This is an optimization exercise on Yosys and OpenROAD, whose aim is small area and a short achievable clock period, not a production implementation.
Where RTL was checked, it was by simulation tests only, not by an equivalence proof against the original.
No driver is modelled on the clock port, so clocking that relies on it looks cheaper here than on a real chip.

run 1:
## Multiplier_Wrapper
module Multiplier_Wrapper #(parameter N = 32, bits = N-1, prod = 2*bits+1)(
    input clk, rst,  
    input [bits:0] a_in, b_in,  
    output reg [prod:0] p  
    );
    reg [bits:0] a;  
    reg [33:0] t;  
    reg [10:0] s1, s2, s3, s4;  
    reg [9:0] neg;  
    wire [prod:0] product;  
    wire [33:0] t_in;
    Times3 times3 (.x(a_in), .t(t_in));
    wire [35:0] bx = {3'b000, b_in, 1'b0};
    wire [10:0] s1_in, s2_in, s3_in, s4_in, neg_in;
    genvar i;
    generate
        for (i = 0; i < 11; i = i + 1) begin : enc
            wire q3 = bx[3*i+3], q2 = bx[3*i+2], q1 = bx[3*i+1], q0 = bx[3*i];
            wire [2:0] u = {1'b0, q2, 1'b0} + q1 + q0;
            wire [2:0] m = q3 ? 3'd4 - u : u;
            assign s1_in[i] = m == 3'd1;
            assign s2_in[i] = m == 3'd2;
            assign s3_in[i] = m == 3'd3;
            assign s4_in[i] = m == 3'd4;
            assign neg_in[i] = q3;
        end
    endgenerate
    always @ (posedge clk) begin
        if(rst) begin  
            {s1, s2, s3, s4} <= 44'b0;
            neg <= 10'b0;
        end else begin
            s1 <= s1_in;
            s2 <= s2_in;
            s3 <= s3_in;
            s4 <= s4_in;
            neg <= neg_in[9:0];
            p <= product;
        end
    end
  ...
export LEC_CHECK = 0
export CAP_MARGIN = 20
export CORE_MARGIN = 2
export CORE_UTILIZATION = 40
export PLACE_DENSITY = 0.72
export SLEW_MARGIN = 20
export SYNTH_HIERARCHICAL = 1
export SYNTH_MINIMUM_KEEP_SIZE = 0
create_clock -name core_clock -period 19.5 [get_ports {clk}]
standard.sh (not shown) runs the stock make flow with config.mk's settings and CLKGATE_MAP_FILE= SYNTH_SCRIPT=/design/flow/synth_recipe.tcl, a recipe that flattens the netlist after the stock synthesis.
==> flow/flow/run.sh <==
#!/bin/bash
# Layout flow: the standard ORFS flow (standard.sh, synthesis unchanged) with
#  - every synthesized cell first set to the smallest size of its family
#    (flow/downsize.tcl), so that the repair steps size up only what timing needs;
#  - port buffers of the smallest buffer cell (buf_1) instead of the default pick;
#  - repair_timing asked to leave 14.1 ns of setup slack. The clock period and all
#    constraints stay the design's own; the margin only makes the repair work harder.
# Each tool's output goes to a log file of its own in this folder.
set -euo pipefail
M=14.1
R=orfs/results/$FLOW_PLATFORM/Multiplier_Wrapper/base
bash standard.sh SETUP_SLACK_MARGIN=$M synth > synth.log 2>&1
RESULTS=$R LIB=$FLOW_HOME/platforms/$FLOW_PLATFORM/lib/sky130_fd_sc_hd__tt_025C_1v80.lib DONT_USE="" \
  openroad -no_init -exit flow/downsize.tcl > downsize.log 2>&1
bash standard.sh SETUP_SLACK_MARGIN=$M "BUFFER_PORTS_ARGS=-buffer_cell sky130_fd_sc_hd__buf_1" \
  "POST_CTS_TCL=$PWD/flow/skew.tcl" "SKEW_CHAIN=clkdlybuf4s25_1 clkbuf_8"  finish > finish.log 2>&1
Other scripts of this flow, unchanged in this note and not shown: flow/flow/downsize.tcl, flow/flow/skew.tcl
Input-level comparison between run 2 and run 1:
-- flow/flow/run.sh --
<<< run 1, line 6
#  - repair_timing asked to leave 14.1 ns of setup slack. The clock period and all
>>> run 2, line 6
#  - repair_timing asked to leave 14 ns of setup slack. The clock period and all
<<< run 1, line 10
M=14.1
>>> run 2, line 10
M=14
--- outcome ---
Per the comparison of run 2 with run 1, cell count roughly the same. The sequential fraction of total cell area number comes out lower for run 1 vs run 2. Between run 1 and run 2, the flow reports vias after detailed routing increasing slightly. Run 1 -> run 2: placed wire-length estimate decreased slightly. Looking at average wire length per cell after detail routing, run 2 sits 0.85% lower than run 1 does. Final sequential cell count: run 2 vs run 1 identical. Compared run 1 against run 2; count of placed standard cells including taps within noise. The highest-delay cell along the critical path comes out edfxtp_1 in one run and ha_1 in the other, namely in run 1 and run 2 respectively. Compared with run 1, in run 2 worst hold margin moved up, maximum frequency moved up.
Changes in run 3 relative to run 2:
Settings: putting GPL_TIMING_DRIVEN at 1 where nothing was set; clearing PLACE_DENSITY, which used to be 0.72.
- Summary of run 3 over run 2: arrival time of data at the critical path endpoint picked up an extra 0.11 ns; number of cells in the finished layout apart from fillers stayed essentially flat.
- The standard cells in run 3 occupy more silicon area than those in run 2 do.
- Per the comparison of run 3 with run 2, longest individual stage delay on the worst path rose by 0.04 ns, diode insertion count for antenna repair went up, via count of the first global-routing pass picked up an extra 3.0%, via count held.

========
Setup of 06-18:
Another version of the RTL of Multiplier_Wrapper (not shown whole).
Size in the first run: ~2400 cells after synthesis, roughly 130 I/O pins, roughly 0.026 sq mm of cells after synthesis.
Settings: LEC_CHECK=0, CAP_MARGIN=20, CORE_MARGIN=2, CORE_UTILIZATION=40, SLEW_MARGIN=20, SYNTH_HIERARCHICAL=1, SYNTH_MINIMUM_KEEP_SIZE=0; clock period 19.5 ns.
==> flow/flow/run.sh <==
#!/bin/bash
# Layout flow: the standard ORFS flow (standard.sh, synthesis unchanged) with
#  - every synthesized cell first set to the smallest size of its family
#    (flow/downsize.tcl), so that the repair steps size up only what timing needs;
#  - port buffers of the smallest buffer cell (buf_1) instead of the default pick;
#  - repair_timing asked to leave 14 ns of setup slack. The clock period and all
#    constraints stay the design's own; the margin only makes the repair work harder.
# Each tool's output goes to a log file of its own in this folder.
set -euo pipefail
M=14
R=orfs/results/$FLOW_PLATFORM/Multiplier_Wrapper/base
bash standard.sh SETUP_SLACK_MARGIN=$M synth > synth.log 2>&1
RESULTS=$R LIB=$FLOW_HOME/platforms/$FLOW_PLATFORM/lib/sky130_fd_sc_hd__tt_025C_1v80.lib DONT_USE="" \
  openroad -no_init -exit flow/downsize.tcl > downsize.log 2>&1
bash standard.sh SETUP_SLACK_MARGIN=$M "BUFFER_PORTS_ARGS=-buffer_cell sky130_fd_sc_hd__buf_1" \
  "POST_CTS_TCL=$PWD/flow/skew.tcl" "SKEW_CHAIN=clkdlybuf4s25_1 clkbuf_8"  finish > finish.log 2>&1
Other scripts of this flow, unchanged in this note and not shown: flow/flow/downsize.tcl, flow/flow/skew.tcl
--- input diff 06-18..05-14 ---
--- a/flow/flow/run.sh
+++ b/flow/flow/run.sh
@@ -4,9 +4,9 @@
 #    (flow/downsize.tcl), so that the repair steps size up only what timing needs;
 #  - port buffers of the smallest buffer cell (buf_1) instead of the default pick;
-#  - repair_timing asked to leave 14 ns of setup slack. The clock period and all
+#  - repair_timing asked to leave 13.5 ns of setup slack. The clock period and all
 #    constraints stay the design's own; the margin only makes the repair work harder.
 # Each tool's output goes to a log file of its own in this folder.
 set -euo pipefail
-M=14
+M=13.5
 R=orfs/results/$FLOW_PLATFORM/Multiplier_Wrapper/base
 bash standard.sh SETUP_SLACK_MARGIN=$M synth > synth.log 2>&1
==> comparison <==
Highest metal layer with signal wires = met4: 05-14; highest metal layer with signal wires = met5: 06-18
Between 06-18 and 05-14, the flow reports number of nets in the final layout decreasing by a few percent.
Compared with 06-18, in 05-14 final cell area excluding filler cells now smaller.
Number of filler instances in the final layout ends up lower on 06-18.
Function was not checked in any run of this note: the RTL went through the layout flow alone.

========
## JK
Another version of the RTL of Multiplier_Wrapper (not shown whole).
For scale: roughly 2,500 cells after synthesis, about 130 I/O pins.
## Multiplier_Wrapper
module Multiplier_Wrapper #(parameter N = 32, bits = N-1, prod = 2*bits+1)(
    input clk, rst,  
    input [bits:0] a_in, b_in,  
    output reg [prod:0] p  
    );
    reg [bits:0] a;  
    reg [33:0] t;  
    reg [10:0] s1, s2, s3, s4;  
    reg [9:0] neg;  
    wire [prod:0] product;  
    wire [35:0] bx = {3'b000, b_in, 1'b0};
    wire [10:0] s1_in, s2_in, s3_in, s4_in, neg_in;
    genvar i;
    generate
        for (i = 0; i < 11; i = i + 1) begin : enc
            wire q3 = bx[3*i+3], q2 = bx[3*i+2], q1 = bx[3*i+1], q0 = bx[3*i];
            wire [2:0] u = {1'b0, q2, 1'b0} + q1 + q0;
            wire [2:0] m = q3 ? 3'd4 - u : u;
            assign s1_in[i] = m == 3'd1;
            assign s2_in[i] = m == 3'd2;
            assign s3_in[i] = m == 3'd3;
            assign s4_in[i] = m == 3'd4;
            assign neg_in[i] = q3;
        end
    endgenerate
    always @ (posedge clk) begin
        if(rst) begin  
            {s1, s2, s3, s4} <= 44'b0;
            neg <= 10'b0;
        end else begin
            s1 <= s1_in;
            s2 <= s2_in;
            s3 <= s3_in;
            s4 <= s4_in;
            neg <= neg_in[9:0];
            p <= product;
        end
    end
    always @ (posedge clk) begin
        a <= a_in;
        t <= {2'b00, a_in} + {1'b0, a_in, 1'b0};
    end
    Multiplier mul (
        .a(a),
        .t(t),
        .s1(s1),
        .s2(s2),
        .s3(s3),
        .s4(s4),
        .neg(neg),
        .p(product)
    );
endmodule
clock: 19.5 ns
lec_check: 0
cap_margin: 20
core_margin: 2
core_utilization: 40
slew_margin: 20
synth_hierarchical: 1
synth_minimum_keep_size: 0
==> flow/flow/run.sh <==
#!/bin/bash
# Layout flow: the standard ORFS flow (standard.sh, synthesis unchanged) with
#  - every synthesized cell first set to the smallest size of its family
#    (flow/downsize.tcl), so that the repair steps size up only what timing needs;
#  - port buffers of the smallest buffer cell (buf_1) instead of the default pick;
#  - repair_timing asked to leave 13.5 ns of setup slack. The clock period and all
#    constraints stay the design's own; the margin only makes the repair work harder.
# Each tool's output goes to a log file of its own in this folder.
set -euo pipefail
M=13.5
R=orfs/results/$FLOW_PLATFORM/Multiplier_Wrapper/base
bash standard.sh SETUP_SLACK_MARGIN=$M synth > synth.log 2>&1
RESULTS=$R LIB=$FLOW_HOME/platforms/$FLOW_PLATFORM/lib/sky130_fd_sc_hd__tt_025C_1v80.lib DONT_USE="" \
  openroad -no_init -exit flow/downsize.tcl > downsize.log 2>&1
bash standard.sh SETUP_SLACK_MARGIN=$M "BUFFER_PORTS_ARGS=-buffer_cell sky130_fd_sc_hd__buf_1" \
  "POST_CTS_TCL=$PWD/flow/skew.tcl" "SKEW_CHAIN=clkdlybuf4s25_1 clkbuf_8"  finish > finish.log 2>&1
Other scripts of this flow, unchanged in this note and not shown: flow/flow/downsize.tcl, flow/flow/skew.tcl
What MS does differently from JK at the input level:
--- a/flow/flow/run.sh
+++ b/flow/flow/run.sh
@@ -6 +6 @@
-#  - repair_timing asked to leave 13.5 ns of setup slack. The clock period and all
+#  - repair_timing asked to leave 14 ns of setup slack. The clock period and all
@@ -10 +10 @@
-M=13.5
+M=14
--- outcome ---
Re met1 routed wirelength after detailed routing: JK was lower than MS.
Final critical-path share of the clock period delta for MS relative to JK: 1.3 points lower
No run of this note included a check of the RTL's function; only the layout flow was run.

[separate check: timing with driven ports]
The results above use ideal ports. As a check the final layouts listed here were re-extracted and re-timed, cells and wires unchanged. Step 1 assumes that a clkbuf_16 drives the clock port and a buf_2 every other input. Step 2, shift: input delay + t, output delay - t, t = (earliest + latest rising clock arrival at the registers) / 2. This alone moves slack from input paths to output paths. Three values: no drivers, after step 1, after step 2; two values: the first two.
run	t, ns	setup slack, ns	clock arrival spread, ns
run 1	0.783	14.069 / 14.009 / 13.355	0.450 / 0.450
run 2	0.764	14.135 / 14.077 / 13.408	0.425 / 0.426
run 3	0.760	14.079 / 14.070 / 13.358	0.425 / 0.425
06-18	0.764	13.993 / 13.935 / 13.840	0.430 / 0.430
05-14	0.766	13.685 / 13.685 / 13.685	0.443 / 0.443
JK	0.766	13.607 / 13.607 / 12.924	0.438 / 0.438
MS	0.762	13.851 / 13.868 / 13.107	0.428 / 0.427
Clock arrivals are far apart in every run listed, so t is only a midpoint there and step 2 fits no single register. For MS, which loses most, drivers alone change the setup slack by +0.017 ns; drivers and shift together by -0.744 ns.
